Background: an optimization exercise with open tools, aiming at small area, a short achievable clock period and few clock cycles. Do not read the settings as production practice.
The RTL was checked by simulation tests, not by an equivalence proof against the original design.
No activity file was given, so power comes from the tool's default toggle rates.

==> flow/design.v (outline; a module is shown in full before it is edited, if it fits) <==
// module ks_add32: 502 lines
// module ks_add16c: 196 lines
// module g_a222oi: 3 lines
// module g_a22oi: 3 lines
// module g_a22o: 3 lines
// module g_a21o: 3 lines
// module g_aoi21: 3 lines
// module g_oai21: 3 lines
// module g_nand4: 3 lines
// module g_nand3: 3 lines
// module g_nand2: 3 lines
// module g_nor2: 3 lines
// module g_or3: 3 lines
// module g_inv: 3 lines
// module g_xor2: 3 lines
// module g_xnor2: 3 lines
// module g_ha: 4 lines
// module g_and3: 3 lines
// module g_mux2: 3 lines
// module g_buf: 3 lines
// module g_rd32f: 15 lines
// module g_rd32: 14 lines
// module mips: 285 lines
module mips(
	input wire clk,
	input wire rst,
	output wire [31:0] INST_ADDR,
	input wire [31:0] INST_DATA,
	output wire [31:0] DMEM_ADDR,
	output wire DMEM_WE,
	output wire [31:0] DMEM_WDATA,
	input wire [31:0] DMEM_RDATA
	);
  // ...
==> flow/flow/run.sh <==
#!/bin/bash
set -euo pipefail
MARGIN=6
bash standard.sh synth > synth.log 2>&1
SYNTH_ODB=orfs/results/sky130hd/mips/base/1_synth.odb openroad -no_init -exit flow/downsize.tcl > downsize.log 2>&1
bash standard.sh SETUP_SLACK_MARGIN=$MARGIN finish > layout.log 2>&1
==> flow/flow/downsize.tcl <==
# Set every combinational cell that synthesis mapped to a larger drive
# strength back to its smallest variant; the timing repair later in the flow
# sizes up the cells that need it.
set odb $::env(SYNTH_ODB)
read_db $odb
set db [ord::get_db]
set n 0
foreach inst [[ord::get_db_block] getInsts] {
  set m [$inst getMaster]
  set name [$m getName]
  if {[regexp {^sky130_fd_sc_hd__(df|edf|sdf|dl|sdl|conb|tap|fill|decap|diode)} $name]} { continue }
  if {[regexp {^(sky130_fd_sc_hd__[a-z0-9]+)_([0-9]+)$} $name -> base size] && $size > 1} {
    foreach s {1 0} {
      set nm [$db findMaster ${base}_$s]
      if {$nm ne "NULL" && $nm ne ""} {
        $inst swapMaster $nm
        incr n
        break
      }
    }
  }
}
puts "downsized $n cells"
write_db $odb
==> flow/standard.sh <==
#!/bin/bash
# synth_recipe.tcl (not shown) runs the flow's synth.tcl, then flattens the netlist and writes it again
# the make line also repeats each setting of config.mk as NAME=value (left out here)
make -C /OpenROAD-flow-scripts/flow DESIGN_CONFIG=/design/flow/config.mk WORK_HOME=/design/flow/orfs CLKGATE_MAP_FILE= SYNTH_SCRIPT=/design/flow/synth_recipe.tcl "${@:-finish}"
==> flow/config.mk <==
export PLATFORM = sky130hd
export DESIGN_NAME = mips
export DESIGN_NICKNAME = mips
export VERILOG_FILES = /design/flow/design.v
export SDC_FILE = /design/flow/constraint.sdc
export NUM_CORES = 8
export LEC_CHECK = 0
export CAP_MARGIN = 20
export CORE_MARGIN = 2
export CORE_UTILIZATION = 40
export SLEW_MARGIN = 20
export SYNTH_HIERARCHICAL = 1
export SYNTH_MINIMUM_KEEP_SIZE = 0
==> flow/constraint.sdc <==
create_clock -name core_clock -period 10.0 [get_ports {clk}]
set_input_delay 2.0000 -clock core_clock [delete_from_list [all_inputs] [get_ports {clk}]]
set_output_delay 2.0000 -clock core_clock [all_outputs]
set_load 0.01 [all_outputs]
==> notes.md, run 1 <==
Biggest Area Class multi-input gates; post-CTS resize count just under 200; M1 GR Usage 0.517; Post-DP Area a little under 0.07 sq mm; vias in the first global route 59100; CP startpoint kind input pin; Hold Path Class reg2reg; crit-path leading delay family simple AND/OR/NAND/NOR gates; CP Buf/Inv Count 2; multi-input combinational cell count 4828; wl on met1 129000 um; global placer's final weighted congestion 1.04; final period utilization 0.417; sequential group share of total power 0.432; Synth Area per Inst 9.76 sq um; status no timing/DRC/antenna violations; Ys Warns 9; busiest grt layer met2; Seq cells ~1300; Routed met3 length 47800 um; sequential share of cell area 0.368; row count 146; Via density 7.24; cell area after layout between 0.07 and 0.08 sq mm; total number of vias 65200; Critical Path Sink Type flip-flop
Testbench counts, summed over its fixed seeds: cycles 75,343.
==> run 2: changes to the inputs <==
==> flow/flow/run.sh (replaced) <==
#!/bin/bash
set -euo pipefail
MARGIN=6.5
bash standard.sh synth > synth.log 2>&1
SYNTH_ODB=orfs/results/sky130hd/mips/base/1_synth.odb openroad -no_init -exit flow/downsize.tcl > downsize.log 2>&1
bash standard.sh SETUP_SLACK_MARGIN=$MARGIN finish > layout.log 2>&1
==> run 2 against run 1 <==
Synthesized cell count did not move; hold slack got worse by 0.029 ns; synthesized area did not move; largest cell class unchanged.
==> notes.md, run 2 <==
Synth Area per Inst 9.76 sq um (unchanged); Worst Tran Pin Value 1.08 ns (was 1.07 ns); critical path class in2reg (unchanged); nets 6991 (was 6924); die height 402 um (unchanged); total die area 0.162 sq mm (unchanged); commonest non-fill, non-tap cell in the layout dfxtp_1 (unchanged); grt ovf 0 (unchanged); # IOs 163 (unchanged); Sequential Area 0.0275 sq mm (was 0.0274 sq mm); Reg clk slew, reported paths 0.06 ns (about the same); Port Buffers 162 (unchanged); RSZ-0062 raised after global routing true (unchanged); power per cell area 205 mW/mm^2 (was 207 mW/mm^2); Initial Util 0.401 (unchanged); core outline area 0.158 sq mm (unchanged); Max VDD drop 0.180 mV (was 0.177 mV); Largest Register rf (unchanged); Crit Path Max Fanout 9 (was 32); CTS Buf Count 148 (was 150); Chip Width 402 um (unchanged); CP arrival 4.35 ns (was 4.79 ns); initial antenna violation count 20 (was 18); max-slew violation count 0 (unchanged); row count 146 (unchanged); CP startpoint kind input pin (unchanged); initial drt markers 12500 (was 12000); endpoints failing setup 0 (unchanged); final period utilization 0.370 (was 0.417); Layout Skew 0.0512 ns (was 0.0526 ns); number of hold violations in the final report 0 (unchanged); Reg2Reg Depth 9 (was 12); post-route ant nets 0 (unchanged); TritonRoute pass-1 iters 7 (was 10); GRT Total Usage 0.378 (was 0.381); Peak Freq 0.271 GHz (was 0.240 GHz); Ys Warns 9 (unchanged); routed wire length 324000 um (was 325000 um); Hold Path Class reg2reg (unchanged); H-tree depth 4 (unchanged); DR WL/cell 35.7 um (was 36.1 um); Multi-input gate area 0.0366 sq mm (was 0.0357 sq mm); FILL cells 14700 (was 14900); CTS root buffer clkbuf_16 (unchanged); final core utilization 0.484 (was 0.473); status no timing/DRC/antenna violations (unchanged); first-pass GRT wire length 450000 um (about the same); CTS sink count 1334 (unchanged); max_cap viols 0 (unchanged); slew margin rel. 0.280 (was 0.285); Synth Instances 6490 (unchanged); cell area after layout 0.0764 sq mm (was 0.0747 sq mm); global placer's final weighted congestion 1.01 (was 1.04); Hold Path Stages 0 (unchanged); Post-DP Area 0.0687 sq mm (was 0.0686 sq mm); post-layout min period 3.70 ns (was 4.17 ns); CTS tree done (unchanged); Leak 30.0 nW (was 29.3 nW); vias in the first global route 60100 (was 59100); largest net degree at the start of global routing 85 (was 87); total number of vias 66000 (was 65200); worst skew pair latency 0.82 ns (about the same); Clock Tree Buf Depth 3 (unchanged); # DRC 0 (unchanged); most frequent cells in the layout 1151 x dfxtp_1, 1118 x a22oi_1, 1006 x a22o_1 (was 1181 x dfxtp_1, 1123 x a22oi_1, 1006 x a22o_1); WP data required 10.66 ns (was 10.62 ns); Cell Area, Synth 0.0633 sq mm (unchanged); Via density 7.28 (was 7.24); share of cells above drive strength 1 0.150 (was 0.104); setup TNS 0 ns (unchanged); Layout area overhead 20.6% (was 17.9%); HPWL reported at the end of detailed placement 193000 um (was 202000 um); max FFs per register 992 (unchanged); Critical Path Sink Type flip-flop (unchanged)
[run 2: changes by cell type in the layout (fill, tap and decap cells not counted), moves of 33 or more]
cell	previous run	this run
a21oi_2	3	41
dlygate4sd2_1	19	52
buf_4	229	273
clkdlybuf4s50_1	122	33
a21oi_1	212	170
buf_2	0	35
[run 2: routing by layer]
metal  part of all wire  vias up  GRT usage
li1                   -    26800          -
met1               0.38    32300      0.502
met2               0.41     5727      0.535
met3               0.15     1148      0.128
met4              0.066       18      0.210
met5            0.00030        -          0
[run 2: where the power goes]
group | total, mW | internal, mW | leakage, nW | switching, mW
Sequential | 6.50 | 5.97 | 11.4 | 0.528
Clock | 5.74 | 3.34 | 2.50 | 2.41
Combinational | 3.44 | 1.42 | 16.1 | 2.02
[run 2: final cells by class]
type / instances / share of cell area
sequential: 1334 / 0.361
clock buffer: 222 / 0.0578
inverter: 66 / 0.00329
clock inverter: 48 / 0.00911
multi-input combinational: 4828 / 0.479
timing repair buffer: 484 / 0.0561
tap: 2072 / 0.0339
antenna: 9 / 0.000295
[run 2: through the flow]
step / std cells / hold WS [ns] / setup WS (ns) / total power [mW]
2_1_floorplan: 6491 / 0.331 / 5.83 / 8.40
3_3_place_gp: 8645 / 0.335 / 4.31 / 9.43
3_5_place_dp: 8645 / 0.346 / 4.29 / 9.49
4_1_cts: 9033 / 0.360 / 6.40 / 15.5
5_1_grt: 9055 / 0.373 / 6.26 / 16.1
6_report: 9063 / 0.358 / 6.30 / 15.7
[run 2: worst max-delay path, stage by stage]
cell and delay, ns:
buf_4 0.18, ha_4 0.31, nand2_2 0.08, o21ai_4 0.21, a21oi_4 0.09, o21ai_4 0.20
buf_12 0.19, mux2_4 0.31, a222oi_1 0.33, o31ai_1 0.13, a22oi_1 0.20, mux2i_1 0.09
[run 2: path summary, 6_finish.rpt]
check	endpoint	slack [ns]	from
max reg2reg	e_a[16]$_DFF_P_	6.43	m_rd[3]$_DFF_PP0_
max	pc[23]$_DFFE_PP0P_	6.30	INST_DATA[2]
min in group asynchronous	m_ld$_DFF_PP0_	1.81	rst
min reg2reg	m_we$_DFF_PP0_	0.36	e_st$_DFF_PP0_
max in group asynchronous	pc[20]$_DFFE_PP0P_	6.95	rst
min	m_we$_DFF_PP0_	0.36	e_st$_DFF_PP0_
[run 2: what timing repair did]
| item | 4_1_cts | 5_1_grt |
|---|---|---|
| cloned | 12 | 3 |
| setup buffers | 106 | 18 |
| hold buffers | 0 | 0 |
| pin swaps | 34 | 31 |
| hold endpoints to repair | 0 | 0 |
| endpoints found under the setup margin | 353 | 200 |
| gates resized for setup | 676 | 165 |
==> run 3: changes to the inputs <==
==> flow/flow/run.sh (replaced) <==
#!/bin/bash
set -euo pipefail
MARGIN=6.5
bash standard.sh synth > synth.log 2>&1
SYNTH_ODB=orfs/results/sky130hd/mips/base/1_synth.odb openroad -no_init -exit flow/downsize.tcl > downsize.log 2>&1
bash standard.sh SETUP_SLACK_MARGIN=$MARGIN "CTS_ARGS=-sink_clustering_enable -repair_clock_nets -dont_use_dummy_load" finish > layout.log 2>&1
==> run 3 against run 2 <==
Still clean on timing, DRC and antenna; synthesized area did not move; total power fell by 6.6%; die area did not move; cell count fell by 1.3%; sequential share of layout area rose by 0.67 points; design area fell by 1.8%; critical path depth rose by 1; first-iteration DRC count rose by 1.3%; clock-buffer cell count fell by 74; non-clock buffer count rose by 4; sequential cell count did not move; core utilization fell by 0.87 points; critical path type unchanged.
==> notes.md, run 3 <==
status no timing/DRC/antenna violations (unchanged); Synth Area per Inst 9.76 sq um (unchanged); first-pass GRT wire length 448000 um (was 450000 um); Crit Path Max Fanout 6 (was 9); CTS Buf Count 148 (unchanged); vias in the first global route 59700 (was 60100); DR WL/cell 36.2 um (was 35.7 um); setup TNS 0 ns (unchanged); Hold Path Stages 0 (unchanged); Largest Register rf (unchanged); row count 146 (unchanged); RSZ-0062 raised after global routing true (unchanged); CP arrival 4.30 ns (was 4.35 ns); max_cap viols 0 (unchanged); FILL cells 14800 (was 14700); Hold Path Class reg2reg (unchanged); most frequent cells in the layout 1152 x dfxtp_1, 1118 x a22oi_1, 1006 x a22o_1 (was 1151 x dfxtp_1, 1118 x a22oi_1, 1006 x a22o_1); Reg2Reg Depth 12 (was 9); max-slew violation count 0 (unchanged); endpoints failing setup 0 (unchanged); post-layout min period 3.67 ns (was 3.70 ns); Hold Path Sink m_we$_DFF_PP0_ (unchanged); Layout area overhead 18.4% (was 20.6%); max FFs per register 992 (unchanged); post-route ant nets 0 (unchanged); critical path class in2reg (unchanged); power per cell area 195 mW/mm^2 (was 205 mW/mm^2); worst skew pair latency 0.82 ns (about the same); total number of vias 65800 (was 66000); Power, Total 14.7 mW (was 15.7 mW); Max VDD drop 0.184 mV (was 0.180 mV); Chip Width 402 um (unchanged); Layout Skew 0.0904 ns (was 0.0512 ns); Critical Path Sink Type flip-flop (unchanged); final period utilization 0.367 (was 0.370); # DRC 0 (unchanged); slew margin rel. 0.286 (was 0.280); Worst Tran Pin Value 1.07 ns (was 1.08 ns); grt ovf 0 (unchanged); CTS root buffer clkbuf_16 (unchanged); CTS sink count 1334 (unchanged); largest net degree at the start of global routing 85 (unchanged); Synth Instances 6490 (unchanged); initial antenna violation count 20 (unchanged); Port Buffers 162 (unchanged); Clock Tree Buf Depth 3 (unchanged); GRT Total Usage 0.376 (was 0.378); initial drt markers 12700 (was 12500); Leak 29.4 nW (was 30.0 nW); share of cells above drive strength 1 0.139 (was 0.150); global placer's final weighted congestion 1.01 (unchanged); nets 6994 (was 6991); core outline area 0.158 sq mm (unchanged); TritonRoute pass-1 iters 8 (was 7); worst r2r dst e_b[19]$_DFF_P_ (was e_a[16]$_DFF_P_); Initial Util 0.401 (unchanged); total die area 0.162 sq mm (unchanged); Hold Startpoint e_st$_DFF_PP0_ (unchanged); commonest non-fill, non-tap cell in the layout dfxtp_1 (unchanged); H-tree depth 4 (unchanged); Reg clk slew, reported paths 0.06 ns (about the same); routed wire length 323000 um (was 324000 um); HPWL reported at the end of detailed placement 193000 um (unchanged); CTS tree done (unchanged); Cell Area, Synth 0.0633 sq mm (unchanged); Worst R2R Setup Slack 6.40 ns (was 6.43 ns); Via density 7.36 (was 7.28); die height 402 um (unchanged); CP startpoint kind input pin (unchanged); worst r2r src m_rd[0]$_DFF_PP0_ (was m_rd[3]$_DFF_PP0_); number of hold violations in the final report 0 (unchanged); WP data required 10.63 ns (was 10.66 ns); # IOs 163 (unchanged); Peak Freq 0.272 GHz (was 0.271 GHz); Ys Warns 9 (unchanged)
## run 3: where the power goes
| group | internal [mW] | total (mW) | switching [mW] | leakage, nW |
|---|---|---|---|---|
| logic | 1.43 | 3.44 | 2.02 | 16.1 |
| registers | 5.97 | 6.50 | 0.529 | 11.4 |
| clock network | 2.58 | 4.71 | 2.12 | 1.82 |
## run 3: cell type report
cell class | count | area [sq um] | area share
sequential | 1334 | 27600 | 0.367
multi-input combinational | 4827 | 36600 | 0.488
antenna | 7 | 17.5 | 0.000234
tap | 2072 | 2590 | 0.0346
timing repair buffer | 488 | 4300 | 0.0573
clock buffer | 148 | 3700 | 0.0494
inverter | 66 | 255 | 0.00340
## run 3: timing repair
item	in CTS	in global routing
resized for setup	642	181
endpoints found under the setup margin	353	208
gates cloned	10	3
setup buffers	103	26
pin swaps	36	33
hold buffers	0	0
## run 3: through the flow
stage | hold slack, ns | cells | worst slack, ns | cell area (sq um) | utilization
2_1_floorplan | 0.331 | 6491 | 5.83 | 64300 | -
3_3_place_gp | 0.335 | 8645 | 4.31 | 68700 | 0.435
3_5_place_dp | 0.346 | 8645 | 4.29 | 68700 | 0.435
4_1_cts | 0.358 | 8906 | 6.37 | 74100 | 0.470
5_1_grt | 0.370 | 8935 | 6.23 | 75000 | 0.475
6_report | 0.359 | 8942 | 6.33 | 75000 | 0.475
## run 3: layer usage
| layer | wire [um] | global-route usage |
|---|---|---|
| met1 | 123000 | 0.498 |
| met5 | 178 | 0 |
| met4 | 21000 | 0.208 |
| met3 | 47400 | 0.124 |
| met2 | 131000 | 0.536 |
## run 3: critical path, stage by stage
cell and delay (ns):
buf_4 0.18, ha_4 0.24, a21oi_1 0.22, o21ai_1 0.15
a21oi_2 0.20, o21ai_4 0.11, buf_12 0.15, buf_16 0.14
mux2_4 0.30, a222oi_1 0.30, o211ai_1 0.13, o21ai_1 0.10
mux2i_1 0.08
## run 3: how the worst max path moves through the flow
| stage | start | end | slack, ns |
|---|---|---|---|
| finish | INST_DATA[9] | pc[19]$_DFFE_PP0P_ | 6.33 |
| global route | INST_DATA[0] | pc[21]$_DFFE_PP0P_ | 6.23 |
| CTS | INST_DATA[0] | pc[21]$_DFFE_PP0P_ | 6.37 |
| global placement | INST_DATA[0] | pc[26]$_DFFE_PP0P_ | 4.31 |
| floorplan | INST_DATA[0] | pc[26]$_DFFE_PP0P_ | 5.83 |
| detailed placement | INST_DATA[0] | pc[26]$_DFFE_PP0P_ | 4.29 |
==> run 4: changes to the inputs <==
==> flow/flow/run.sh (replaced) <==
#!/bin/bash
set -euo pipefail
MARGIN=6.5
bash standard.sh synth > synth.log 2>&1
SYNTH_ODB=orfs/results/sky130hd/mips/base/1_synth.odb openroad -no_init -exit flow/downsize.tcl > downsize.log 2>&1
bash standard.sh SETUP_SLACK_MARGIN=$MARGIN "CTS_ARGS=-sink_clustering_enable -repair_clock_nets -dont_use_dummy_load -buf_list {sky130_fd_sc_hd__clkbuf_4 sky130_fd_sc_hd__clkbuf_8} -sink_clustering_size 30" finish > layout.log 2>&1
==> run 4 against run 3 <==
Wire length fell by 1.7%; sequential power about the same; still clean; sequential share of layout area increased by 0.45 points; via count fell by 0.65%; design area decreased by 1.2%; sequential cell count stayed put; critical path type unchanged.
==> notes.md, run 4 <==
Chip Width 402 um (unchanged); max_cap viols 0 (unchanged); HPWL reported at the end of detailed placement 193000 um (unchanged); Crit Path Max Fanout 32 (was 6); nets 7052 (was 6994); WP data required 10.94 ns (was 10.63 ns); Layout Skew 0.155 ns (was 0.0904 ns); # IOs 163 (unchanged); Synth Instances 6490 (unchanged); setup TNS 0 ns (unchanged); TritonRoute pass-1 iters 10 (was 8); CP Buf/Inv Count 1 (was 3); post-layout min period 3.63 ns (was 3.67 ns); Power, Total 14.0 mW (was 14.7 mW); grt ovf 0 (unchanged); endpoints failing setup 0 (unchanged); CP peak stage delay 0.69 ns (was 0.30 ns); FILL cells 15000 (was 14800); CP startpoint kind input pin (unchanged); initial antenna violation count 13 (was 20); number of hold violations in the final report 0 (unchanged); dpl cells 8645 (unchanged); CTS hold repair buffers 0 (unchanged); cell chain of the critical path dlygate4sd2_1 > nor2b_4 > and3_4 > a22oi_1 > nand4_1 > nor2_1 > nand2_1 (was buf_4 > ha_4 > a21oi_1 > o21ai_1 > a21oi_2 > o21ai_4 > buf_12 > buf_16 > mux2_4 > a222oi_1 > o211ai_1 > o21ai_1 > mux2i_1); Largest Register rf (unchanged); initial drt markers 11900 (was 12700); most frequent cells in the layout 1144 x dfxtp_1, 1119 x a22oi_1, 1006 x a22o_1 (was 1152 x dfxtp_1, 1118 x a22oi_1, 1006 x a22o_1); Critical Path Sink Type flip-flop (unchanged); max-slew violation count 0 (unchanged); CTS Buf Count 219 (was 148); status no timing/DRC/antenna violations (unchanged); total die area 0.162 sq mm (unchanged); Clock Tree Buf Depth 3 (unchanged); power per cell area 188 mW/mm^2 (was 195 mW/mm^2); commonest non-fill, non-tap cell in the layout dfxtp_1 (unchanged); RSZ-0062 raised after global routing true (unchanged); CTS tree done (unchanged); Worst Tran Pin Value 1.09 ns (was 1.07 ns); Ys Warns 9 (unchanged); global placer's final weighted congestion 1.01 (unchanged); core outline area 0.158 sq mm (unchanged); slew margin rel. 0.272 (was 0.286); first-pass GRT wire length 443000 um (was 448000 um); Cell Area, Synth 0.0633 sq mm (unchanged); Reg clk slew, reported paths 0.06 ns (about the same); critical path class in2reg (unchanged); GRT Total Usage 0.371 (was 0.376); # DRC 0 (unchanged); CTS root buffer clkbuf_8 (was clkbuf_16); row count 146 (unchanged); Layout area overhead 17.0% (was 18.4%); Via density 7.26 (was 7.36); Max VDD drop 0.134 mV (was 0.184 mV); share of cells above drive strength 1 0.155 (was 0.139); vias in the first global route 59500 (was 59700); Final Non-Filler Cells 9003 (was 8942); largest net degree at the start of global routing 85 (unchanged); Worst Hold Slack 0.359 ns (about the same); worst skew pair latency 1.00 ns (was 0.82 ns); CTS sink count 1334 (unchanged); CP arrival 4.57 ns (was 4.30 ns); Initial Util 0.401 (unchanged); routed wire length 318000 um (was 323000 um); total number of vias 65400 (was 65800); die height 402 um (unchanged); slowest stage cell, crit path and3_4 (was mux2_4); crit-path leading delay family simple AND/OR/NAND/NOR gates (was compound AO/OA/AOI/OAI gates); post-route ant nets 0 (unchanged); final period utilization 0.363 (was 0.367); max FFs per register 992 (unchanged); Port Buffers 162 (unchanged); Synth Area per Inst 9.76 sq um (unchanged); Leak 28.9 nW (was 29.4 nW); final core utilization 0.470 (was 0.475); Hold Path Class reg2reg (unchanged); H-tree depth 4 (unchanged); Peak Freq 0.275 GHz (was 0.272 GHz); DR WL/cell 35.3 um (was 36.2 um)
[run 4: final timing paths]
path | cells past startpoint | slack, ns | start | to
setup / recovery | 7 | 6.37 | INST_DATA[25] | e_a[24]$_DFF_P_
hold / removal | 0 | 0.36 | e_st$_DFF_PP0_ | m_we$_DFF_PP0_
setup reg to reg | 9 | 6.39 | m_rd[2]$_DFF_PP0_ | e_a[24]$_DFF_P_
hold reg to reg | 0 | 0.36 | e_st$_DFF_PP0_ | m_we$_DFF_PP0_
max in group asynchronous | 4 | 7.05 | rst | pc[29]$_DFFE_PP0P_
min in group asynchronous | 3 | 1.68 | rst | ras[13]$_DFFE_PP0N_
[run 4: report_power, final]
part           internal [mW]  leakage (nW)  switching (mW)
combinational           1.46          16.0            2.00
clock                   1.91          1.57            2.08
sequential              5.97          11.4           0.534
total                   9.34          28.9            4.62
[run 4: worst register-to-register path: stages, from the launching register on]
cell     delay (ns)
dfrtp_1        0.60
nor2b_4        0.40
buf_4          0.22
nand3_2        0.39
and2_1         0.36
and3_4         0.34
a22oi_1        0.38
nand4_1        0.30
nor2_1         0.55
nand2_1        0.09
[run 4: stage by stage]
step                      setup WS (ns)  area (sq um)
after floorplan                    5.83         64300
after global placement             4.31         68700
after detailed placement           4.29         68700
after CTS                          6.36         73300
after global routing               6.36         74100
final                              6.37         74100
[run 4: cell type report]
cell class,count,area (sq um),share of cell area
clock buffers,219,3010,0.0407
multi-input cells,4820,36500,0.493
flip-flops and latches,1334,27600,0.372
repair buffers,482,4160,0.0561
inverters,66,251,0.00339
diodes,10,25.0,0.000338
well taps,2072,2590,0.0350
[run 4: what timing repair did]
action / CTS / global route
endpoints found under the setup margin: 347 / 208
buffers inserted: 99 / 25
gates cloned: 3 / 2
pin swaps: 17 / 33
resized for setup: 835 / 180
[run 4: routing by layer]
metal  track usage  part of all wire  vias up
met5       0.00387           0.00037        -
met4         0.185             0.063        6
met3         0.123              0.14     1072
met2         0.531              0.41     5366
met1         0.495              0.38    32200
li1              -                 -    26800
==> run 5: changes to the inputs <==
==> flow/flow/run.sh (replaced) <==
#!/bin/bash
set -euo pipefail
MARGIN=6.5
bash standard.sh synth > synth.log 2>&1
SYNTH_ODB=orfs/results/sky130hd/mips/base/1_synth.odb openroad -no_init -exit flow/downsize.tcl > downsize.log 2>&1
bash standard.sh SETUP_SLACK_MARGIN=$MARGIN MATCH_CELL_FOOTPRINT=0 "CTS_ARGS=-sink_clustering_enable -repair_clock_nets -dont_use_dummy_load -buf_list sky130_fd_sc_hd__clkbuf_8 -sink_clustering_size 20" finish > layout.log 2>&1
==> run 5 against run 4 <==
Largest power group unchanged; largest cell class unchanged; worst setup slack worse by 0.015 ns; critical path depth grew 6; sequential cell count unchanged; sequential share of layout area fell by 0.12 points; still clean; hold slack worse by 0.012 ns; via count grew 0.51%; non-clock buffer count increased by 14; design area up 0.26%; highest routed layer unchanged; total power rose by 0.59%; sequential power barely moved.
==> notes.md, run 5 <==
status no timing/DRC/antenna violations (unchanged); critical path class reg2reg (was in2reg); Chip Width 402 um (unchanged); Post-DP Area 0.0686 sq mm (was 0.0687 sq mm); largest net degree at the start of global routing 85 (unchanged); slew margin rel. 0.169 (was 0.272); Crit Path Max Fanout 6 (was 32); routed wire length 327000 um (was 318000 um); Hold Path Sink m_we$_DFF_PP0_ (unchanged); setup TNS 0 ns (unchanged); dpl cells 8653 (was 8645); Via density 7.29 (was 7.26); Synth Area per Inst 9.76 sq um (unchanged); endpoints failing setup 0 (unchanged); grt ovf 0 (unchanged); Reg2Reg Depth 13 (was 9); worst skew pair latency 1.00 ns (about the same); FILL cells 15000 (about the same); Ys Warns 9 (unchanged); most frequent cells in the layout 1143 x dfxtp_1, 1118 x a22oi_1, 1006 x a22o_1 (was 1144 x dfxtp_1, 1119 x a22oi_1, 1006 x a22o_1); Final Non-Filler Cells 9014 (was 9003); # IOs 163 (unchanged); power per cell area 189 mW/mm^2 (was 188 mW/mm^2); commonest non-fill, non-tap cell in the layout dfxtp_1 (unchanged); Synth Instances 6490 (unchanged); Hold Path Stages 0 (unchanged); first-pass GRT wire length 453000 um (was 443000 um); CTS sink count 1334 (unchanged); nets 7065 (was 7052); Peak Freq 0.274 GHz (was 0.275 GHz); Worst R2R Setup Slack 6.35 ns (was 6.39 ns); Critical Path Sink Type flip-flop (unchanged); Clock Tree Buf Depth 3 (unchanged); Largest Register rf (unchanged); Cell Area, Synth 0.0633 sq mm (unchanged); Reg clk slew, reported paths 0.06 ns (about the same); CTS root buffer clkbuf_8 (unchanged); slowest stage cell, crit path dfxtp_2 (was and3_4); number of hold violations in the final report 0 (unchanged); post-layout min period 3.65 ns (was 3.63 ns); CTS Buf Count 219 (unchanged); # DRC 0 (unchanged); Power, Total 14.0 mW (about the same); max FFs per register 992 (unchanged); Leak 29.3 nW (was 28.9 nW); die height 402 um (unchanged); HPWL reported at the end of detailed placement 202000 um (was 193000 um); TritonRoute pass-1 iters 11 (was 10); global placer's final weighted congestion 1.01 (about the same); Hold Path Class reg2reg (unchanged); max_cap viols 0 (unchanged); CTS hold repair buffers 0 (unchanged); Initial Util 0.401 (unchanged); cell chain of the critical path mux2i_1 > nand3_1 > ha_1 > a21oi_2 > o21ai_1 > a21oi_1 > o21ai_1 > a21oi_2 > xnor2_1 > a22oi_1 > nand3_1 > a221o_1 > a21o_1 (was dlygate4sd2_1 > nor2b_4 > and3_4 > a22oi_1 > nand4_1 > nor2_1 > nand2_1); CP peak stage delay 0.54 ns (was 0.69 ns); max-slew violation count 0 (unchanged); final period utilization 0.365 (was 0.363); DR WL/cell 36.2 um (was 35.3 um); share of cells above drive strength 1 0.153 (was 0.155); row count 146 (unchanged); worst r2r src e_b[20]$_DFF_P_ (was m_rd[2]$_DFF_PP0_); CP arrival 4.46 ns (was 4.57 ns); Max VDD drop 0.138 mV (was 0.134 mV); GRT Total Usage 0.382 (was 0.371); H-tree depth 4 (unchanged); vias in the first global route 59900 (was 59500); Worst Tran Pin Value 1.24 ns (was 1.09 ns); CTS tree done (unchanged); total number of vias 65700 (was 65400); initial drt markers 11600 (was 11900); CP startpoint kind flip-flop (was input pin); initial antenna violation count 23 (was 13); Hold Startpoint e_st$_DFF_PP0_ (unchanged); core outline area 0.158 sq mm (unchanged); Layout Skew 0.133 ns (was 0.155 ns); Port Buffers 162 (unchanged); WP data required 10.82 ns (was 10.94 ns); post-route ant nets 0 (unchanged); total die area 0.162 sq mm (unchanged); Layout area overhead 17.3% (was 17.0%); RSZ-0062 raised after global routing true (unchanged); cell area after layout 0.0743 sq mm (was 0.0741 sq mm); worst r2r dst m_res[0]$_DFF_P_ (was e_a[24]$_DFF_P_)
[run 5: where the power goes]
part	leakage [nW]	switching [mW]	internal, mW	total (mW)
clock network	1.57	2.09	1.91	4.00
registers	11.4	0.554	5.98	6.53
logic	16.3	2.02	1.49	3.51
total	29.3	4.67	9.38	14.0
[run 5: worst max-delay path by stage]
stage / start / slack, ns / endpoint / depth (start not counted)
after floorplan: INST_DATA[0] / 5.83 / pc[26]$_DFFE_PP0P_ / 11
after global placement: INST_DATA[0] / 4.28 / pc[22]$_DFFE_PP0P_ / 12
after detailed placement: INST_DATA[0] / 4.21 / pc[26]$_DFFE_PP0P_ / 12
after CTS: pc[25]$_DFFE_PP0P_ / 6.34 / INST_ADDR[25] / 1
after global routing: m_res[10]$_DFF_P_ / 6.33 / m_res[0]$_DFF_P_ / 14
final: e_b[20]$_DFF_P_ / 6.35 / m_res[0]$_DFF_P_ / 13
[run 5: area by class of cell]
class                      count  area, sq um  area share
clock buffer                 219         3010      0.0406
sequential                  1334        27500       0.371
tap                         2072         2590      0.0349
inverter                      66          255     0.00343
timing repair buffer         496         4470      0.0601
multi-input combinational   4819        36400       0.490
antenna                        8         20.0    0.000269
[run 5: per-layer routing]
metal / track usage / wire, um
met5: 0 / 149
met4: 0.195 / 19500
met3: 0.137 / 46600
met2: 0.550 / 135000
met1: 0.500 / 125000
[run 5: per-stage QoR]
step | utilization | hold slack (ns) | setup slack (ns)
3_3_place_gp | 0.435 | 0.334 | 4.28
2_1_floorplan | - | 0.331 | 5.83
5_1_grt | 0.471 | 0.356 | 6.33
6_report | 0.471 | 0.348 | 6.35
4_1_cts | 0.467 | 0.347 | 6.34
3_5_place_dp | 0.435 | 0.335 | 4.21
[run 5: what timing repair did]
action                                  in CTS  in global routing
endpoints found under the hold margin        0                  0
endpoints found under the setup margin     383                192
gates resized for setup                    739                152
pin swaps                                   19                 28
gates cloned                                 2                  2
setup buffers                              110                 20
[run 5: worst max-delay path, delay by kind of cell (launching register included)]
| family | cells | cell delay [ns] |
|---|---|---|
| mux | 1 | 0.38 |
| simple gates | 2 | 0.40 |
| compound gates | 8 | 1.58 |
| fa+ha+maj | 1 | 0.49 |
| flops | 1 | 0.54 |
| xor+xnor | 1 | 0.17 |
==> run 6: changes to the inputs <==
==> flow/flow/run.sh (replaced) <==
#!/bin/bash
set -euo pipefail
MARGIN=6.5
bash standard.sh synth > synth.log 2>&1
SYNTH_ODB=orfs/results/sky130hd/mips/base/1_synth.odb openroad -no_init -exit flow/downsize.tcl > downsize.log 2>&1
bash standard.sh SETUP_SLACK_MARGIN=$MARGIN "CTS_ARGS=-sink_clustering_enable -repair_clock_nets -dont_use_dummy_load -buf_list sky130_fd_sc_hd__clkbuf_8 -sink_clustering_size 20" finish > layout.log 2>&1
==> run 6 against run 5 <==
Sequential cell count is the same; hold slack gained 0.012 ns; critical path type is now in2reg; design area shrank 0.26%; largest cell class unchanged; worst setup slack improved by 0.015 ns; still clean on timing, DRC and antenna.
==> notes.md, run 6 <==
CTS Buf Count 219 (unchanged); Initial Util 0.401 (unchanged); HPWL reported at the end of detailed placement 193000 um (was 202000 um); most frequent cells in the layout 1144 x dfxtp_1, 1119 x a22oi_1, 1006 x a22o_1 (was 1143 x dfxtp_1, 1118 x a22oi_1, 1006 x a22o_1); Synth Area per Inst 9.76 sq um (unchanged); Layout area overhead 17.0% (was 17.3%); # DRC 0 (unchanged); CTS sink count 1334 (unchanged); initial drt markers 11900 (was 11600); Ys Warns 9 (unchanged); CTS hold repair buffers 0 (unchanged); Largest Register rf (unchanged); commonest non-fill, non-tap cell in the layout dfxtp_1 (unchanged); RSZ-0062 raised after global routing true (unchanged); post-route ant nets 0 (unchanged); Post-DP Area 0.0687 sq mm (was 0.0686 sq mm); global placer's final weighted congestion 1.01 (about the same); grt ovf 0 (unchanged); Hold Startpoint e_st$_DFF_PP0_ (unchanged); Peak Freq 0.275 GHz (was 0.274 GHz); Hold Path Class reg2reg (unchanged); share of cells above drive strength 1 0.155 (was 0.153); CTS tree done (unchanged); # IOs 163 (unchanged); Reg clk slew, reported paths 0.06 ns (about the same); Hold Path Sink m_we$_DFF_PP0_ (unchanged); post-layout min period 3.63 ns (was 3.65 ns); H-tree depth 4 (unchanged); GRT Total Usage 0.371 (was 0.382); Crit Path Max Fanout 32 (was 6); worst r2r dst e_a[24]$_DFF_P_ (was m_res[0]$_DFF_P_); first-pass GRT wire length 443000 um (was 453000 um); total die area 0.162 sq mm (unchanged); Chip Width 402 um (unchanged); row count 146 (unchanged); endpoints failing setup 0 (unchanged); status no timing/DRC/antenna violations (unchanged); CTS root buffer clkbuf_8 (unchanged); number of hold violations in the final report 0 (unchanged); Leak 28.9 nW (was 29.3 nW); max-slew violation count 0 (unchanged); Synth Instances 6490 (unchanged); vias in the first global route 59500 (was 59900); Hold Path Stages 0 (unchanged); routed wire length 318000 um (was 327000 um); TritonRoute pass-1 iters 10 (was 11); Reg2Reg Depth 9 (was 13); Layout Skew 0.155 ns (was 0.133 ns); Critical Path Sink Type flip-flop (unchanged); slew margin rel. 0.272 (was 0.169); Cell Area, Synth 0.0633 sq mm (unchanged); worst skew pair latency 1.00 ns (about the same); max FFs per register 992 (unchanged); FILL cells 15000 (about the same); Max VDD drop 0.134 mV (was 0.138 mV); largest net degree at the start of global routing 85 (unchanged); setup TNS 0 ns (unchanged); total number of vias 65400 (was 65700); worst r2r src m_rd[2]$_DFF_PP0_ (was e_b[20]$_DFF_P_); CP startpoint kind input pin (was flip-flop); Clock Tree Buf Depth 3 (unchanged); WP data required 10.94 ns (was 10.82 ns); nets 7052 (was 7065); max_cap viols 0 (unchanged); final period utilization 0.363 (was 0.365); Worst Hold Slack 0.359 ns (was 0.348 ns); core outline area 0.158 sq mm (unchanged); DR WL/cell 35.3 um (was 36.2 um); initial antenna violation count 13 (was 23); Via density 7.26 (was 7.29); power per cell area 188 mW/mm^2 (was 189 mW/mm^2); Port Buffers 162 (unchanged); cell area after layout 0.0741 sq mm (was 0.0743 sq mm); critical path class in2reg (was reg2reg); Worst R2R Setup Slack 6.39 ns (was 6.35 ns); die height 402 um (unchanged); Worst Tran Pin Value 1.09 ns (was 1.24 ns); CP arrival 4.57 ns (was 4.46 ns)
-- run 6: cell count changes in the layout (fill, tap and decap cells not counted), moves of 11 or more --
| cell | delta |
|---|---|
| dlymetal6s2s_1 | -17 |
| a21oi_1 | -22 |
| dfxtp_2 | -14 |
| buf_2 | +46 |
| buf_4 | -11 |
| ha_1 | -11 |
| a21oi_2 | +19 |
| clkbuf_2 | -29 |
| dfxtp_4 | +13 |
| nor2_4 | -17 |
-- run 6: timing repair --
item,4_1_cts,5_1_grt
gates resized for setup,835,180
cloned,3,2
buffers inserted,99,25
pin swaps,17,33
setup endpoints to repair,347,208
-- run 6: where the power goes --
part	internal, mW	switching, mW	total (mW)
sequential	5.97	0.534	6.51
clock	1.91	2.08	3.99
combinational	1.46	2.00	3.46
-- run 6: metal layers --
metal  GRT usage  wire [um]  vias to the layer above
li1            -          -                    26800
met1       0.495     122000                    32200
met2       0.531     130000                     5366
met3       0.123      46000                     1072
met4       0.185      19900                        6
met5     0.00387        118                        -
-- run 6: area by class of cell --
| cell class | count | area, sq um | share of cell area |
|---|---|---|---|
| timing repair buffer | 482 | 4160 | 0.0561 |
| inverter | 66 | 251 | 0.00339 |
| tap | 2072 | 2590 | 0.0350 |
| multi-input combinational | 4820 | 36500 | 0.493 |
| clock buffer | 219 | 3010 | 0.0407 |
| sequential | 1334 | 27600 | 0.372 |
| antenna | 10 | 25.0 | 0.000338 |
-- run 6: metrics by stage --
stage                     total power, mW  instances  worst slack [ns]   util
after global routing                 14.4       8995              6.36  0.469
after detailed placement             9.49       8645              4.29  0.435
after CTS                            13.8       8966              6.36  0.464
after global placement               9.43       8645              4.31  0.435
after floorplan                      8.40       6491              5.83      -
final                                14.0       9003              6.37  0.470
-- run 6: worst max-delay path, stage by stage --
cell and delay (ns):
dlygate4sd2_1 0.46, nor2b_4 0.55, and3_4 0.69, a22oi_1 0.22
nand4_1 0.26, nor2_1 0.22, nand2_1 0.09
-- run 6: worst max-delay path by stage --
stage / from / endpoint / slack, ns / depth (start not counted)
6_report: INST_DATA[25] / e_a[24]$_DFF_P_ / 6.37 / 7
2_1_floorplan: INST_DATA[0] / pc[26]$_DFFE_PP0P_ / 5.83 / 11
3_5_place_dp: INST_DATA[0] / pc[26]$_DFFE_PP0P_ / 4.29 / 12
5_1_grt: INST_DATA[0] / pc[26]$_DFFE_PP0P_ / 6.36 / 13
4_1_cts: pc[3]$_DFFE_PP0P_ / INST_ADDR[3] / 6.36 / 1
3_3_place_gp: INST_DATA[0] / pc[26]$_DFFE_PP0P_ / 4.31 / 12
==> module mips, before the edit <==
module mips(
	input wire clk,
	input wire rst,
	output wire [31:0] INST_ADDR,
	input wire [31:0] INST_DATA,
	output wire [31:0] DMEM_ADDR,
	output wire DMEM_WE,
	output wire [31:0] DMEM_WDATA,
	input wire [31:0] DMEM_RDATA
	);
	genvar gk, gb;
	reg  [31:0] pc;
	reg  [31:0] ras;
	reg         e_ld, e_st, e_br, e_bx, e_jr;      
	reg  [4:0]  e_rd;                    
	reg         e_fa_lo, e_fa_hi;
	reg         c_ab, c_mb, c_am, c_mm;
	reg         j_a, j_m;                
	reg         e_fb;                    
	reg         x_b, x_bn, x_m, x_mn, x_i, x_in;
	reg         h_b, h_br, h_m, h_mr;
	reg         e_sub;                   
	reg         s_m, s_a, s_c;
	reg         r_add, r_slt, r_and, r_or, r_xor, r_nor, r_srl, r_sll, r_b;
	reg         e_sra;
	reg  [4:0]  e_sa;
	reg  [31:0] e_a, e_b, e_imm, e_alt;
	reg         m_we, m_ld;
	reg  [4:0]  m_rd;
	reg  [31:0] m_res, m_wd;
	reg  [31:0] rf [1:31];
	reg  [31:1] rf_v;
	wire [31:0] fa = {{16{e_fa_hi}}, {16{e_fa_lo}}};
	wire [31:0] a = (fa & m_res) | (~fa & e_a);
	wire [31:0] bx = ({32{x_b}} & e_b) | ({32{x_bn}} & ~e_b)
	               | ({32{x_m}} & m_res) | ({32{x_mn}} & ~m_res)
	               | ({32{x_i}} & e_imm) | ({32{x_in}} & ~e_imm);
	wire [4:0]  sa = ({5{s_m}} & m_res[4:0]) | ({5{s_a}} & e_a[4:0]) | ({5{s_c}} & e_sa);
	wire [31:0] sum, p, g;
	ks_add32 add(.a(a), .b(bx), .cin(e_sub), .s(sum), .p(p), .g0(g));
	wire [31:0] pg = p | g;                           
	function automatic [31:0] rev32(input [31:0] x);
		integer k;
		for (k = 0; k < 32; k = k + 1) rev32[k] = x[31-k];
	endfunction
	wire [31:0] sh_in = ({32{h_b}} & e_b) | ({32{h_br}} & rev32(e_b))
	                  | ({32{h_m}} & m_res) | ({32{h_mr}} & rev32(m_res));
	wire        sh_fill = e_sra & bx[31];
	wire [32:0] sh_ext = $signed({sh_fill, sh_in}) >>> sa;
	wire [31:0] sr = sh_ext[31:0];
	wire [31:0] oth = ({32{r_slt}} & {31'b0, sum[31]})
	                | ({32{r_and}} & g)
	                | ({32{r_or}}  & pg)
	                | ({32{r_xor}} & p)
	                | ({32{r_nor}} & ~pg)
	                | ({32{r_srl}} & sr)
	                | ({32{r_sll}} & rev32(sr))
	                | ({32{r_b}}   & bx);
	wire [31:0] alu;
	generate for (gb = 0; gb < 32; gb = gb + 1) begin : res
		g_a21o r(.a1(r_add), .a2(sum[gb]), .b1(oth[gb]), .y(alu[gb]));
	end endgenerate
	wire eq = (c_ab & (e_a == e_b)) | (c_mb & (m_res == e_b))
	        | (c_am & (e_a == m_res)) | c_mm;
	wire mis_br = e_br & (eq ^ e_bx);
	wire mis_jr = (j_a & (e_a != pc)) | (j_m & (m_res != pc));
	wire mis    = mis_br | mis_jr;
	wire [31:0] redirect = e_jr ? a : e_alt;
	wire [31:0] m_val = m_ld ? DMEM_RDATA : m_res;
	wire m_w = (m_rd != 5'd0);
	assign DMEM_ADDR  = m_res;
	assign DMEM_WE    = m_we;
	assign DMEM_WDATA = m_wd;
	wire [31:0] ins = INST_DATA;
	assign INST_ADDR = pc;
	wire [5:0]  op  = ins[31:26];
	wire [4:0]  rs  = ins[25:21];
	wire [4:0]  rt  = ins[20:16];
	wire [4:0]  rdf = ins[15:11];
	wire [4:0]  shamt = ins[10:6];
	wire [5:0]  fn  = ins[5:0];
	wire [15:0] imm = ins[15:0];
	wire is_r    = (op == 6'd0);
	wire is_jr   = is_r & (fn == 6'b001000);
	wire is_jalr = is_r & (fn == 6'b001001);
	wire is_j    = (op == 6'd2);
	wire is_jal  = (op == 6'd3);
	wire is_beq  = (op == 6'd4);
	wire is_bne  = (op == 6'd5);
	wire is_br   = is_beq | is_bne;
	wire is_lw   = (op == 6'b100011);
	wire is_sw   = (op == 6'b101011);
	wire is_ia   = (op[5:3] == 3'b001);           
	wire is_lui  = (op == 6'b001111);
	wire sh_const = is_r & (fn == 6'd0 || fn == 6'd2 || fn == 6'd3);
	wire sh_var   = is_r & (fn == 6'd4 || fn == 6'd6 || fn == 6'd7);
	wire uses_rs = (is_r & ~sh_const) | (is_ia & ~is_lui) | is_lw | is_sw | is_br;
	wire uses_rt = (is_r & ~is_jalr) | is_sw | is_br;
	reg  [4:0] dst;
	always @(*) begin
		if (is_r) dst = is_jalr ? 5'd31 : rdf;
		else if (is_ia | is_lw) dst = rt;
		else if (is_jal) dst = 5'd31;
		else dst = 5'd0;
	end
	reg f_sub, f_add, f_slt, f_and, f_or, f_xor, f_nor, f_srl, f_sll, f_sra, f_b;
	always @(*) begin
		{f_sub, f_add, f_slt, f_and, f_or, f_xor, f_nor, f_srl, f_sll, f_sra, f_b} = 11'b0;
		if (is_r) begin
			case (fn)
				6'b100000, 6'b100001: f_add = 1'b1;
				6'b100010, 6'b100011: begin f_add = 1'b1; f_sub = 1'b1; end
				6'b101010, 6'b101011: begin f_slt = 1'b1; f_sub = 1'b1; end
				6'b100100: f_and = 1'b1;
				6'b100101: f_or = 1'b1;
				6'b100110: f_xor = 1'b1;
				6'b100111: f_nor = 1'b1;
				6'b000000, 6'b000100: f_sll = 1'b1;
				6'b000010, 6'b000110: f_srl = 1'b1;
				6'b000011, 6'b000111: begin f_srl = 1'b1; f_sra = 1'b1; end
				6'b001001: f_b = 1'b1;                  
				default: f_and = 1'b1;                  
			endcase
		end else begin
			case (op)
				6'b001000, 6'b001001, 6'b100011, 6'b101011: f_add = 1'b1;
				6'b001010, 6'b001011: begin f_slt = 1'b1; f_sub = 1'b1; end
				6'b001100: f_and = 1'b1;
				6'b001101: f_or = 1'b1;
				6'b001110: f_xor = 1'b1;
				default: f_b = 1'b1;                    
			endcase
		end
	end
	wire sext = (op == 6'b001000) | (op == 6'b001010) | is_lw | is_sw | is_br;
	wire [31:0] pc4 = pc + 32'd4;
	wire [31:0] immv = is_lui ? {imm, 16'b0} :
	                   (is_jal | is_jalr) ? pc4 :
	                   {{16{sext & imm[15]}}, imm};
	wire ui = ~((is_r & ~is_jalr) | is_br);
	wire rs_m = m_w & (rs == m_rd);
	wire rt_m = m_w & (rt == m_rd);
	wire [31:1] rf_en;
	generate for (gk = 1; gk < 32; gk = gk + 1) begin : en
		assign rf_en[gk] = rf_v[gk] & (m_rd != gk);
	end endgenerate
	wire [3:0] rs_h = 4'b1 << rs[4:3], rt_h = 4'b1 << rt[4:3];
	wire [7:0] rs_l = 8'b1 << rs[2:0], rt_l = 8'b1 << rt[2:0];
	wire [31:0] sel_a, sel_b;
	generate for (gk = 1; gk < 32; gk = gk + 1) begin : sel
		g_and3 da(.a(rs_h[gk/8]), .b(rs_l[gk%8]), .c(rf_en[gk]), .y(sel_a[gk-1]));
		g_and3 db(.a(rt_h[gk/8]), .b(rt_l[gk%8]), .c(rf_en[gk]), .y(sel_b[gk-1]));
	end endgenerate
	assign sel_a[31] = rs_m;
	assign sel_b[31] = rt_m;
	wire [31:0] rs_val, rt_val;
	generate for (gb = 0; gb < 32; gb = gb + 1) begin : rdp
		wire [31:0] d;
		for (gk = 1; gk < 32; gk = gk + 1) begin : c
			assign d[gk-1] = rf[gk][gb];
		end
		assign d[31] = m_val[gb];
		g_rd32f ua(.s(sel_a), .d(d), .q(rs_val[gb]));
		g_rd32f ub(.s(sel_b), .d(d), .q(rt_val[gb]));
	end endgenerate
	wire e_w = (e_rd != 5'd0);
	wire rs_e = e_w & (rs == e_rd);
	wire rt_e = e_w & (rt == e_rd);
	wire rs_e2;
	g_buf fab(.a(rs_e), .y(rs_e2));       
	wire stall = e_ld & ((uses_rs & rs_e) | (uses_rt & rt_e));
	wire adv = ~stall & ~mis;         
	wire pred_t = is_bne | (is_beq & imm[15]);
	wire [15:0] blo;
	wire        bco;
	ks_add16c badd(.a(pc[17:2]), .b(imm), .cin(1'b1), .s(blo), .co(bco));
	wire [13:0] hi = pc[31:18];
	wire [13:0] hi_p = hi + 14'd1;
	wire [13:0] hi_m = hi - 14'd1;
	wire [13:0] bx0 = imm[15] ? hi : hi_p;        
	wire [13:0] bx1 = imm[15] ? hi_m : hi;        
	wire [13:0] bhi;
	generate for (gb = 0; gb < 14; gb = gb + 1) begin : bsel
		g_mux2 m(.a0(bx1[gb]), .a1(bx0[gb]), .s(bco), .y(bhi[gb]));
	end endgenerate
	wire [31:0] btgt = {bhi, blo, pc[1:0]};
	reg [31:0] npc;
	always @(*) begin
		if (is_j | is_jal) npc = {pc4[31:28], ins[25:0], 2'b00};
		else if (is_br & pred_t) npc = btgt;
		else if (is_jr) npc = ras;
		else npc = pc4;
	end
	always @(posedge clk or posedge rst) begin
		if (rst) begin
			pc <= 32'b0;
			ras <= 32'b0;
		end else begin
			if (mis) pc <= redirect;
			else if (~stall) pc <= npc;
			if (is_jal | is_jalr) ras <= pc4;
		end
	end
	always @(posedge clk or posedge rst) begin
		if (rst) begin
			{e_ld, e_st, e_br, e_bx, e_jr} <= 5'b0;
			{j_a, j_m} <= 2'b0;
			e_rd <= 5'd0;
			m_we <= 1'b0;
			m_ld <= 1'b0;
			m_rd <= 5'd0;
		end else begin
			if (adv) begin
				e_ld <= is_lw;
				e_st <= is_sw;
				e_br <= is_br;
				e_bx <= is_bne ^ pred_t;
				e_jr <= is_jr | is_jalr;
				j_a <= (is_jr | is_jalr) & ~rs_e;
				j_m <= (is_jr | is_jalr) & rs_e;
				e_rd <= dst;
			end else begin
				{e_ld, e_st, e_br, e_bx, e_jr} <= 5'b0;
				{j_a, j_m} <= 2'b0;
				e_rd <= 5'd0;
			end
			m_we <= e_st;
			m_ld <= e_ld;
			m_rd <= e_rd;
		end
	end
	always @(posedge clk) begin
		e_fa_lo <= rs_e;
		e_fa_hi <= rs_e2;
		c_ab  <= ~rs_e & ~rt_e;
		c_mb  <= rs_e & ~rt_e;
		c_am  <= ~rs_e & rt_e;
		c_mm  <= rs_e & rt_e;
		e_fb  <= rt_e;
		x_b   <= ~ui & ~rt_e & ~f_sub;
		x_bn  <= ~ui & ~rt_e & f_sub;
		x_m   <= ~ui & rt_e & ~f_sub;
		x_mn  <= ~ui & rt_e & f_sub;
		x_i   <= ui & ~f_sub;
		x_in  <= ui & f_sub;
		h_b   <= ~rt_e & ~f_sll;
		h_br  <= ~rt_e & f_sll;
		h_m   <= rt_e & ~f_sll;
		h_mr  <= rt_e & f_sll;
		e_sub <= f_sub;
		s_m   <= sh_var & rs_e;
		s_a   <= sh_var & ~rs_e;
		s_c   <= ~sh_var;
		e_sa  <= shamt;
		r_add <= f_add;
		r_slt <= f_slt;
		r_and <= f_and;
		r_or  <= f_or;
		r_xor <= f_xor;
		r_nor <= f_nor;
		r_srl <= f_srl;
		r_sll <= f_sll;
		e_sra <= f_sra;
		r_b   <= f_b;
		e_a   <= rs_val;
		e_b   <= rt_val;
		e_imm <= immv;
		e_alt <= pred_t ? pc4 : btgt;
		m_res <= alu;
		m_wd  <= e_fb ? m_res : e_b;
	end
	always @(posedge clk or posedge rst) begin
		if (rst) rf_v <= 31'b0;
		else if (m_w) rf_v[m_rd] <= 1'b1;
	end
	generate for (gk = 1; gk < 32; gk = gk + 1) begin : wr
		wire we = (m_rd == gk);
		wire wen = ~we;
		for (gb = 0; gb < 32; gb = gb + 1) begin : b
			wire nx;
			g_a22o m(.a1(we), .a2(m_val[gb]), .b1(wen), .b2(rf[gk][gb]), .y(nx));
			always @(posedge clk) rf[gk][gb] <= nx;
		end
	end endgenerate
endmodule
==> run 7: changes to the inputs <==
--- a/flow/design.v
+++ b/flow/design.v
@@ -807,7 +807,8 @@
 	reg         r_add, r_slt, r_and, r_or, r_xor, r_nor, r_srl, r_sll, r_b;
 	reg         e_sra;
 	reg  [4:0]  e_sa;
-	reg  [31:0] e_a, e_b, e_imm, e_alt;
+	reg  [31:0] e_a, e_b;
+	reg  [31:0] e_x;
 	reg         m_we, m_ld;
 	reg  [4:0]  m_rd;
 	reg  [31:0] m_res, m_wd;
@@ -817,7 +818,7 @@
 	wire [31:0] a = (fa & m_res) | (~fa & e_a);
 	wire [31:0] bx = ({32{x_b}} & e_b) | ({32{x_bn}} & ~e_b)
 	               | ({32{x_m}} & m_res) | ({32{x_mn}} & ~m_res)
-	               | ({32{x_i}} & e_imm) | ({32{x_in}} & ~e_imm);
+	               | ({32{x_i}} & e_x) | ({32{x_in}} & ~e_x);
 	wire [4:0]  sa = ({5{s_m}} & m_res[4:0]) | ({5{s_a}} & e_a[4:0]) | ({5{s_c}} & e_sa);
 	wire [31:0] sum, p, g;
 	ks_add32 add(.a(a), .b(bx), .cin(e_sub), .s(sum), .p(p), .g0(g));
@@ -848,7 +849,7 @@
 	wire mis_br = e_br & (eq ^ e_bx);
 	wire mis_jr = (j_a & (e_a != pc)) | (j_m & (m_res != pc));
 	wire mis    = mis_br | mis_jr;
-	wire [31:0] redirect = e_jr ? a : e_alt;
+	wire [31:0] redirect = e_jr ? a : e_x;
 	wire [31:0] m_val = m_ld ? DMEM_RDATA : m_res;
 	wire m_w = (m_rd != 5'd0);
 	assign DMEM_ADDR  = m_res;
@@ -1047,8 +1048,7 @@
 		r_b   <= f_b;
 		e_a   <= rs_val;
 		e_b   <= rt_val;
-		e_imm <= immv;
-		e_alt <= pred_t ? pc4 : btgt;
+		e_x   <= is_br ? (pred_t ? pc4 : btgt) : immv;
 		m_res <= alu;
 		m_wd  <= e_fb ? m_res : e_b;
 	end
==> run 7 against run 6 <==
Still clean; combinational power down 6.4%; core utilization up 0.16 points; hold slack worse by 0.012 ns; critical path type is now reg2out; largest cell class unchanged; highest routed layer unchanged.
==> notes.md, run 7 <==
Via density 7.29 (was 7.26); DR WL/cell 35.8 um (was 35.3 um); Peak Freq 0.274 GHz (was 0.275 GHz); CTS root buffer clkbuf_8 (unchanged); worst r2r src m_res[0]$_DFF_P_ (was m_rd[2]$_DFF_PP0_); post-layout min period 3.66 ns (was 3.63 ns); cell chain of the critical path buf_6 (was dlygate4sd2_1 > nor2b_4 > and3_4 > a22oi_1 > nand4_1 > nor2_1 > nand2_1); Critical Path Sink Type primary output (was flip-flop); CTS sink count 1302 (was 1334); first-pass GRT wire length 442000 um (was 443000 um); dpl cells 8579 (was 8645); status no timing/DRC/antenna violations (unchanged); Final Non-Filler Cells 8921 (was 9003); H-tree depth 4 (unchanged); TritonRoute pass-1 iters 12 (was 10); Worst R2R Setup Slack 6.43 ns (was 6.39 ns); post-route ant nets 0 (unchanged); nets 6988 (was 7052); Crit path depth 1 (was 7); slew margin rel. 0.239 (was 0.272); endpoints failing setup 0 (unchanged); GRT Total Usage 0.378 (was 0.371); Port Buffers 162 (unchanged); Synth Instances 6435 (was 6490); worst skew pair latency 1.03 ns (was 1.00 ns); share of cells above drive strength 1 0.161 (was 0.155); CP peak stage delay 0.54 ns (was 0.69 ns); max FFs per register 992 (unchanged); Hold Path Class reg2reg (unchanged); commonest non-fill, non-tap cell in the layout dfxtp_1 (unchanged); Clock Tree Buf Depth 3 (unchanged); Synth Area per Inst 9.75 sq um (was 9.76 sq um); Chip Width 400 um (was 402 um); largest net degree at the start of global routing 65 (was 85); initial antenna violation count 8 (was 13); RSZ-0062 raised after global routing true (unchanged); die height 400 um (was 402 um); power per cell area 183 mW/mm^2 (was 188 mW/mm^2); Ys Warns 9 (unchanged); CTS Buf Count 213 (was 219); Crit Path Max Fanout 2 (was 32); WP data required 8.00 ns (was 10.94 ns); CP arrival 1.66 ns (was 4.57 ns); Initial Util 0.402 (was 0.401); pre-CTS setup slack 4.30 ns (was 4.29 ns); Worst Tran Pin Value 1.14 ns (was 1.09 ns); final period utilization 0.366 (was 0.363); row count 145 (was 146); Largest Register rf (unchanged); Leak 28.5 nW (was 28.9 nW); total die area 0.160 sq mm (was 0.162 sq mm); max_cap viols 0 (unchanged); # IOs 163 (unchanged); crit-path leading delay family flip-flops (was simple AND/OR/NAND/NOR gates); HPWL reported at the end of detailed placement 193000 um (about the same); Worst Hold Slack 0.348 ns (was 0.359 ns); Setup crit start pc[10]$_DFFE_PP0P_ (was INST_DATA[25]); CTS tree done (unchanged); vias in the first global route 59100 (was 59500); max-slew violation count 0 (unchanged); grt ovf 0 (unchanged); total number of vias 65100 (was 65400); critical path capture point INST_ADDR[10] (was e_a[24]$_DFF_P_); global placer's final weighted congestion 1.00 (was 1.01); worst r2r dst m_res[18]$_DFF_P_ (was e_a[24]$_DFF_P_); CTS hold repair buffers 0 (unchanged); most frequent cells in the layout 1113 x dfxtp_1, 1105 x a22oi_1, 1016 x a22o_1 (was 1144 x dfxtp_1, 1119 x a22oi_1, 1006 x a22o_1); routed wire length 319000 um (was 318000 um); Reg2Reg Depth 12 (was 9); core outline area 0.156 sq mm (was 0.158 sq mm); slowest stage cell, crit path dfrtp_4 (was and3_4); setup TNS 0 ns (unchanged); CP Buf/Inv Count 1 (unchanged); Layout Skew 0.201 ns (was 0.155 ns); Reg clk slew, reported paths 0.06 ns (about the same); number of hold violations in the final report 0 (unchanged); initial drt markers 11900 (about the same); Layout area overhead 17.2% (was 17.0%); final core utilization 0.471 (was 0.470); critical path class reg2out (was in2reg); final worst slack 6.34 ns (was 6.37 ns); Max VDD drop 0.125 mV (was 0.134 mV); # DRC 0 (unchanged); CP startpoint kind flip-flop (was input pin); Cell Area, Synth 0.0628 sq mm (was 0.0633 sq mm)
==> run 7: layout make-up <==
cell class / count / area (sq um)
fill: 14800 / 82500
multi-input combinational: 4803 / 36800
sequential: 1302 / 26900
timing repair buffer: 478 / 4020
clock buffer: 213 / 2930
tap: 2058 / 2570
inverter: 61 / 233
antenna: 6 / 15.0
==> run 7: power breakdown <==
| part | total (mW) | leakage, nW | internal, mW | switching, mW |
|---|---|---|---|---|
| clock network | 3.91 | 1.53 | 1.86 | 2.05 |
| logic | 3.24 | 15.8 | 1.33 | 1.90 |
| registers | 6.30 | 11.1 | 5.77 | 0.534 |
==> run 7: what timing repair did <==
| item | 4_1_cts | 5_1_grt |
|---|---|---|
| buffers inserted | 98 | 20 |
| setup endpoints to repair | 357 | 192 |
| gates cloned | 3 | 2 |
| resized for setup | 840 | 228 |
| pin swaps | 19 | 23 |
==> run 7: worst min path at each step <==
| stage | from | end | slack (ns) | cells past startpoint |
|---|---|---|---|---|
| finish | e_st$_DFF_PP0_ | m_we$_DFF_PP0_ | 0.35 | 0 |
| global route | e_st$_DFF_PP0_ | m_we$_DFF_PP0_ | 0.35 | 0 |
| detailed placement | e_st$_DFF_PP0_ | m_we$_DFF_PP0_ | 0.33 | 0 |
| CTS | e_st$_DFF_PP0_ | m_we$_DFF_PP0_ | 0.35 | 0 |
| global placement | e_st$_DFF_PP0_ | m_we$_DFF_PP0_ | 0.34 | 0 |
| floorplan | e_st$_DFF_PP0_ | m_we$_DFF_PP0_ | 0.33 | 0 |
==> run 7: per-layer routing <==
metal,GRT usage,wire length (um),vias to the layer above
li1,-,-,26600
met1,0.501,122000,31800
met2,0.536,130000,5557
met3,0.135,46900,1133
met4,0.194,19400,10
met5,0,81,-
==> run 7: stage by stage <==
stage / instance area, sq um / total power [mW]
3_5_place_dp: 68200 / 9.07
3_3_place_gp: 68200 / 9.03
2_1_floorplan: 63800 / 7.99
6_report: 73500 / 13.4
4_1_cts: 72500 / 13.2
5_1_grt: 73500 / 13.8
Testbench counts of run 7, summed over its fixed seeds: cycles 75,343.
==> run 8: changes to the inputs <==
==> flow/flow/run.sh (replaced) <==
#!/bin/bash
set -euo pipefail
MARGIN=6.75
bash standard.sh synth > synth.log 2>&1
SYNTH_ODB=orfs/results/sky130hd/mips/base/1_synth.odb openroad -no_init -exit flow/downsize.tcl > downsize.log 2>&1
bash standard.sh SETUP_SLACK_MARGIN=$MARGIN "CTS_ARGS=-sink_clustering_enable -repair_clock_nets -dont_use_dummy_load -buf_list sky130_fd_sc_hd__clkbuf_8 -sink_clustering_size 20" finish > layout.log 2>&1
==> run 8 against run 7 <==
Clock-buffer cell count rose by 4; sequential power about the same; cell count rose by 2.6%; clock power is 2% higher; critical path type unchanged; still clean.
==> notes.md, run 8 <==
Ys Warns 9 (unchanged); first-pass GRT wire length 478000 um (was 442000 um); Max VDD drop 0.162 mV (was 0.125 mV); Cell Area, Synth 0.0628 sq mm (unchanged); slowest stage cell, crit path dfrtp_4 (unchanged); power per cell area 176 mW/mm^2 (was 183 mW/mm^2); Clock Tree Buf Depth 3 (unchanged); DR WL/cell 38.9 um (was 35.8 um); WP data required 8.00 ns (about the same); grt ovf 0 (unchanged); max-slew violation count 0 (unchanged); Layout area overhead 26.8% (was 17.2%); routed wire length 356000 um (was 319000 um); commonest non-fill, non-tap cell in the layout dfxtp_1 (unchanged); HPWL reported at the end of detailed placement 216000 um (was 193000 um); Post-DP Area 0.0683 sq mm (was 0.0682 sq mm); CTS hold repair buffers 0 (unchanged); Leak 30.8 nW (was 28.5 nW); CTS sink count 1302 (unchanged); CP startpoint kind flip-flop (unchanged); cell chain of the critical path buf_6 (unchanged); GRT Total Usage 0.418 (was 0.378); final period utilization 0.362 (was 0.366); # IOs 163 (unchanged); vias in the first global route 61000 (was 59100); Port Buffers 162 (unchanged); Peak Freq 0.276 GHz (was 0.274 GHz); nets 7218 (was 6988); number of hold violations in the final report 0 (unchanged); M1 GR Usage 0.512 (was 0.501); die height 400 um (unchanged); initial drt markers 12200 (was 11900); slew margin rel. 0.179 (was 0.239); initial antenna violation count 11 (was 8); Largest Register rf (unchanged); endpoints failing setup 0 (unchanged); TritonRoute pass-1 iters 10 (was 12); Worst Tran Pin Value 1.20 ns (was 1.14 ns); Chip Width 400 um (unchanged); setup TNS 0 ns (unchanged); worst skew pair latency 0.99 ns (was 1.03 ns); most frequent cells in the layout 1063 x dfxtp_1, 1053 x a22oi_1, 1016 x a22o_1 (was 1113 x dfxtp_1, 1105 x a22oi_1, 1016 x a22o_1); post-route ant nets 0 (unchanged); CP Buf/Inv Count 1 (unchanged); crit-path leading delay family flip-flops (unchanged); pre-CTS setup slack 4.33 ns (was 4.30 ns); Hold Path Class reg2reg (unchanged); CTS tree done (unchanged); critical path class reg2out (unchanged); CTS Buf Count 217 (was 213); RSZ-0062 raised after global routing true (unchanged); met3 usage 0.160 (was 0.135); post-layout min period 3.62 ns (was 3.66 ns); largest net degree at the start of global routing 64 (was 65); busiest grt layer met2 (unchanged); CTS root buffer clkbuf_8 (unchanged); cell area after layout 0.0796 sq mm (was 0.0735 sq mm); max FFs per register 992 (unchanged); final core utilization 0.510 (was 0.471); Reg clk slew, reported paths 0.07 ns (was 0.06 ns); global placer's final weighted congestion 1.04 (was 1.00); H-tree depth 4 (unchanged); share of cells above drive strength 1 0.241 (was 0.161); Initial Util 0.402 (unchanged); Critical Path Sink Type primary output (unchanged); Via density 7.32 (was 7.29); core outline area 0.156 sq mm (unchanged); met2 usage 0.591 (was 0.536); Synth Area per Inst 9.75 sq um (unchanged); final worst slack 6.38 ns (was 6.34 ns); # DRC 0 (unchanged); Worst Hold Slack 0.390 ns (was 0.348 ns); Layout Skew 0.0982 ns (was 0.201 ns); total die area 0.160 sq mm (unchanged); total number of vias 67000 (was 65100); Synth Instances 6435 (unchanged); max_cap viols 0 (unchanged); CP arrival 1.62 ns (was 1.66 ns); CP peak stage delay 0.51 ns (was 0.54 ns); Crit Path Max Fanout 2 (unchanged); status no timing/DRC/antenna violations (unchanged); row count 145 (unchanged)
run 8: final timing paths:
check,slack (ns),endpoint,startpoint,cells past startpoint
setup reg to reg,6.61,m_res[0]$_DFF_P_,m_res[30]$_DFF_P_,15
max in group asynchronous,7.14,rf_v[30]$_DFFE_PP0P_,rst,4
hold reg to reg,0.39,m_we$_DFF_PP0_,e_st$_DFF_PP0_,0
hold / removal,0.39,m_we$_DFF_PP0_,e_st$_DFF_PP0_,0
setup / recovery,6.38,INST_ADDR[11],pc[11]$_DFFE_PP0P_,1
min in group asynchronous,1.67,pc[9]$_DFFE_PP0P_,rst,3
run 8: report_power, final:
group	leakage (nW)	switching, mW	internal (mW)
clock network	1.56	2.08	1.89
logic	18.1	2.17	1.56
registers	11.2	0.531	5.76
run 8: layer usage:
metal  vias to the layer above  part of all wire
li1                      27100                 -
met1                     32700              0.36
met2                      5839              0.40
met3                      1325              0.15
met4                         8             0.095
met5                         -           0.00015
run 8: final cells by class:
cell class / count / area [sq um]
antenna: 5 / 12.5
clock buffer: 217 / 2990
fill: 14100 / 76500
inverter: 61 / 240
multi-input combinational: 4810 / 38900
sequential: 1302 / 27000
tap: 2058 / 2570
timing repair buffer: 697 / 7890
run 8: what timing repair did:
action	in CTS	in global routing
resized for setup	1502	481
setup endpoints to repair	506	347
setup buffers	159	129
pin swaps	97	229
cloned	27	17
run 8: through the flow:
step | std cells | total power [mW]
floorplan | 6436 | 7.99
global placement | 8596 | 9.17
detailed placement | 8596 | 9.19
CTS | 8999 | 13.5
global route | 9147 | 14.3
finish | 9150 | 14.0

-- afterwards: timing with drivers on the ports --
The results above use ideal ports. As a check the final layouts listed here were re-extracted and re-timed, cells and wires unchanged. Step 1, drivers: a clkbuf_16 drives clk and a buf_2 each remaining input, both assumed. Step 2 times the ports against the registers' clock, not the clock port: input delays grow and output delays shrink by t, the midpoint of the rising clock arrivals with the driver on. Three values: no drivers, after step 1, after step 2; two values: the first two.
run	t, ns	slack for setup (ns)	latest minus earliest clock arrival (ns)	pins driven straight from the clock port
run 1	0.875	5.834 / 5.877 / 5.002	0.055 / 0.054	1
run 2	0.876	6.305 / 6.329 / 5.453	0.052 / 0.052	1
run 3	0.856	6.330 / 6.336 / 5.481	0.091 / 0.091	1
run 4	0.996	6.368 / 6.294 / 5.298	0.158 / 0.158	1
run 5	1.009	6.353 / 6.318 / 5.382	0.148 / 0.147	1
run 6	0.996	6.368 / 6.294 / 5.298	0.158 / 0.158	1
run 7	1.011	6.344 / 6.265 / 5.360	0.202 / 0.202	1
run 8	1.006	6.378 / 6.303 / 5.552	0.118 / 0.118	1
After both steps every run listed still meets setup and hold.
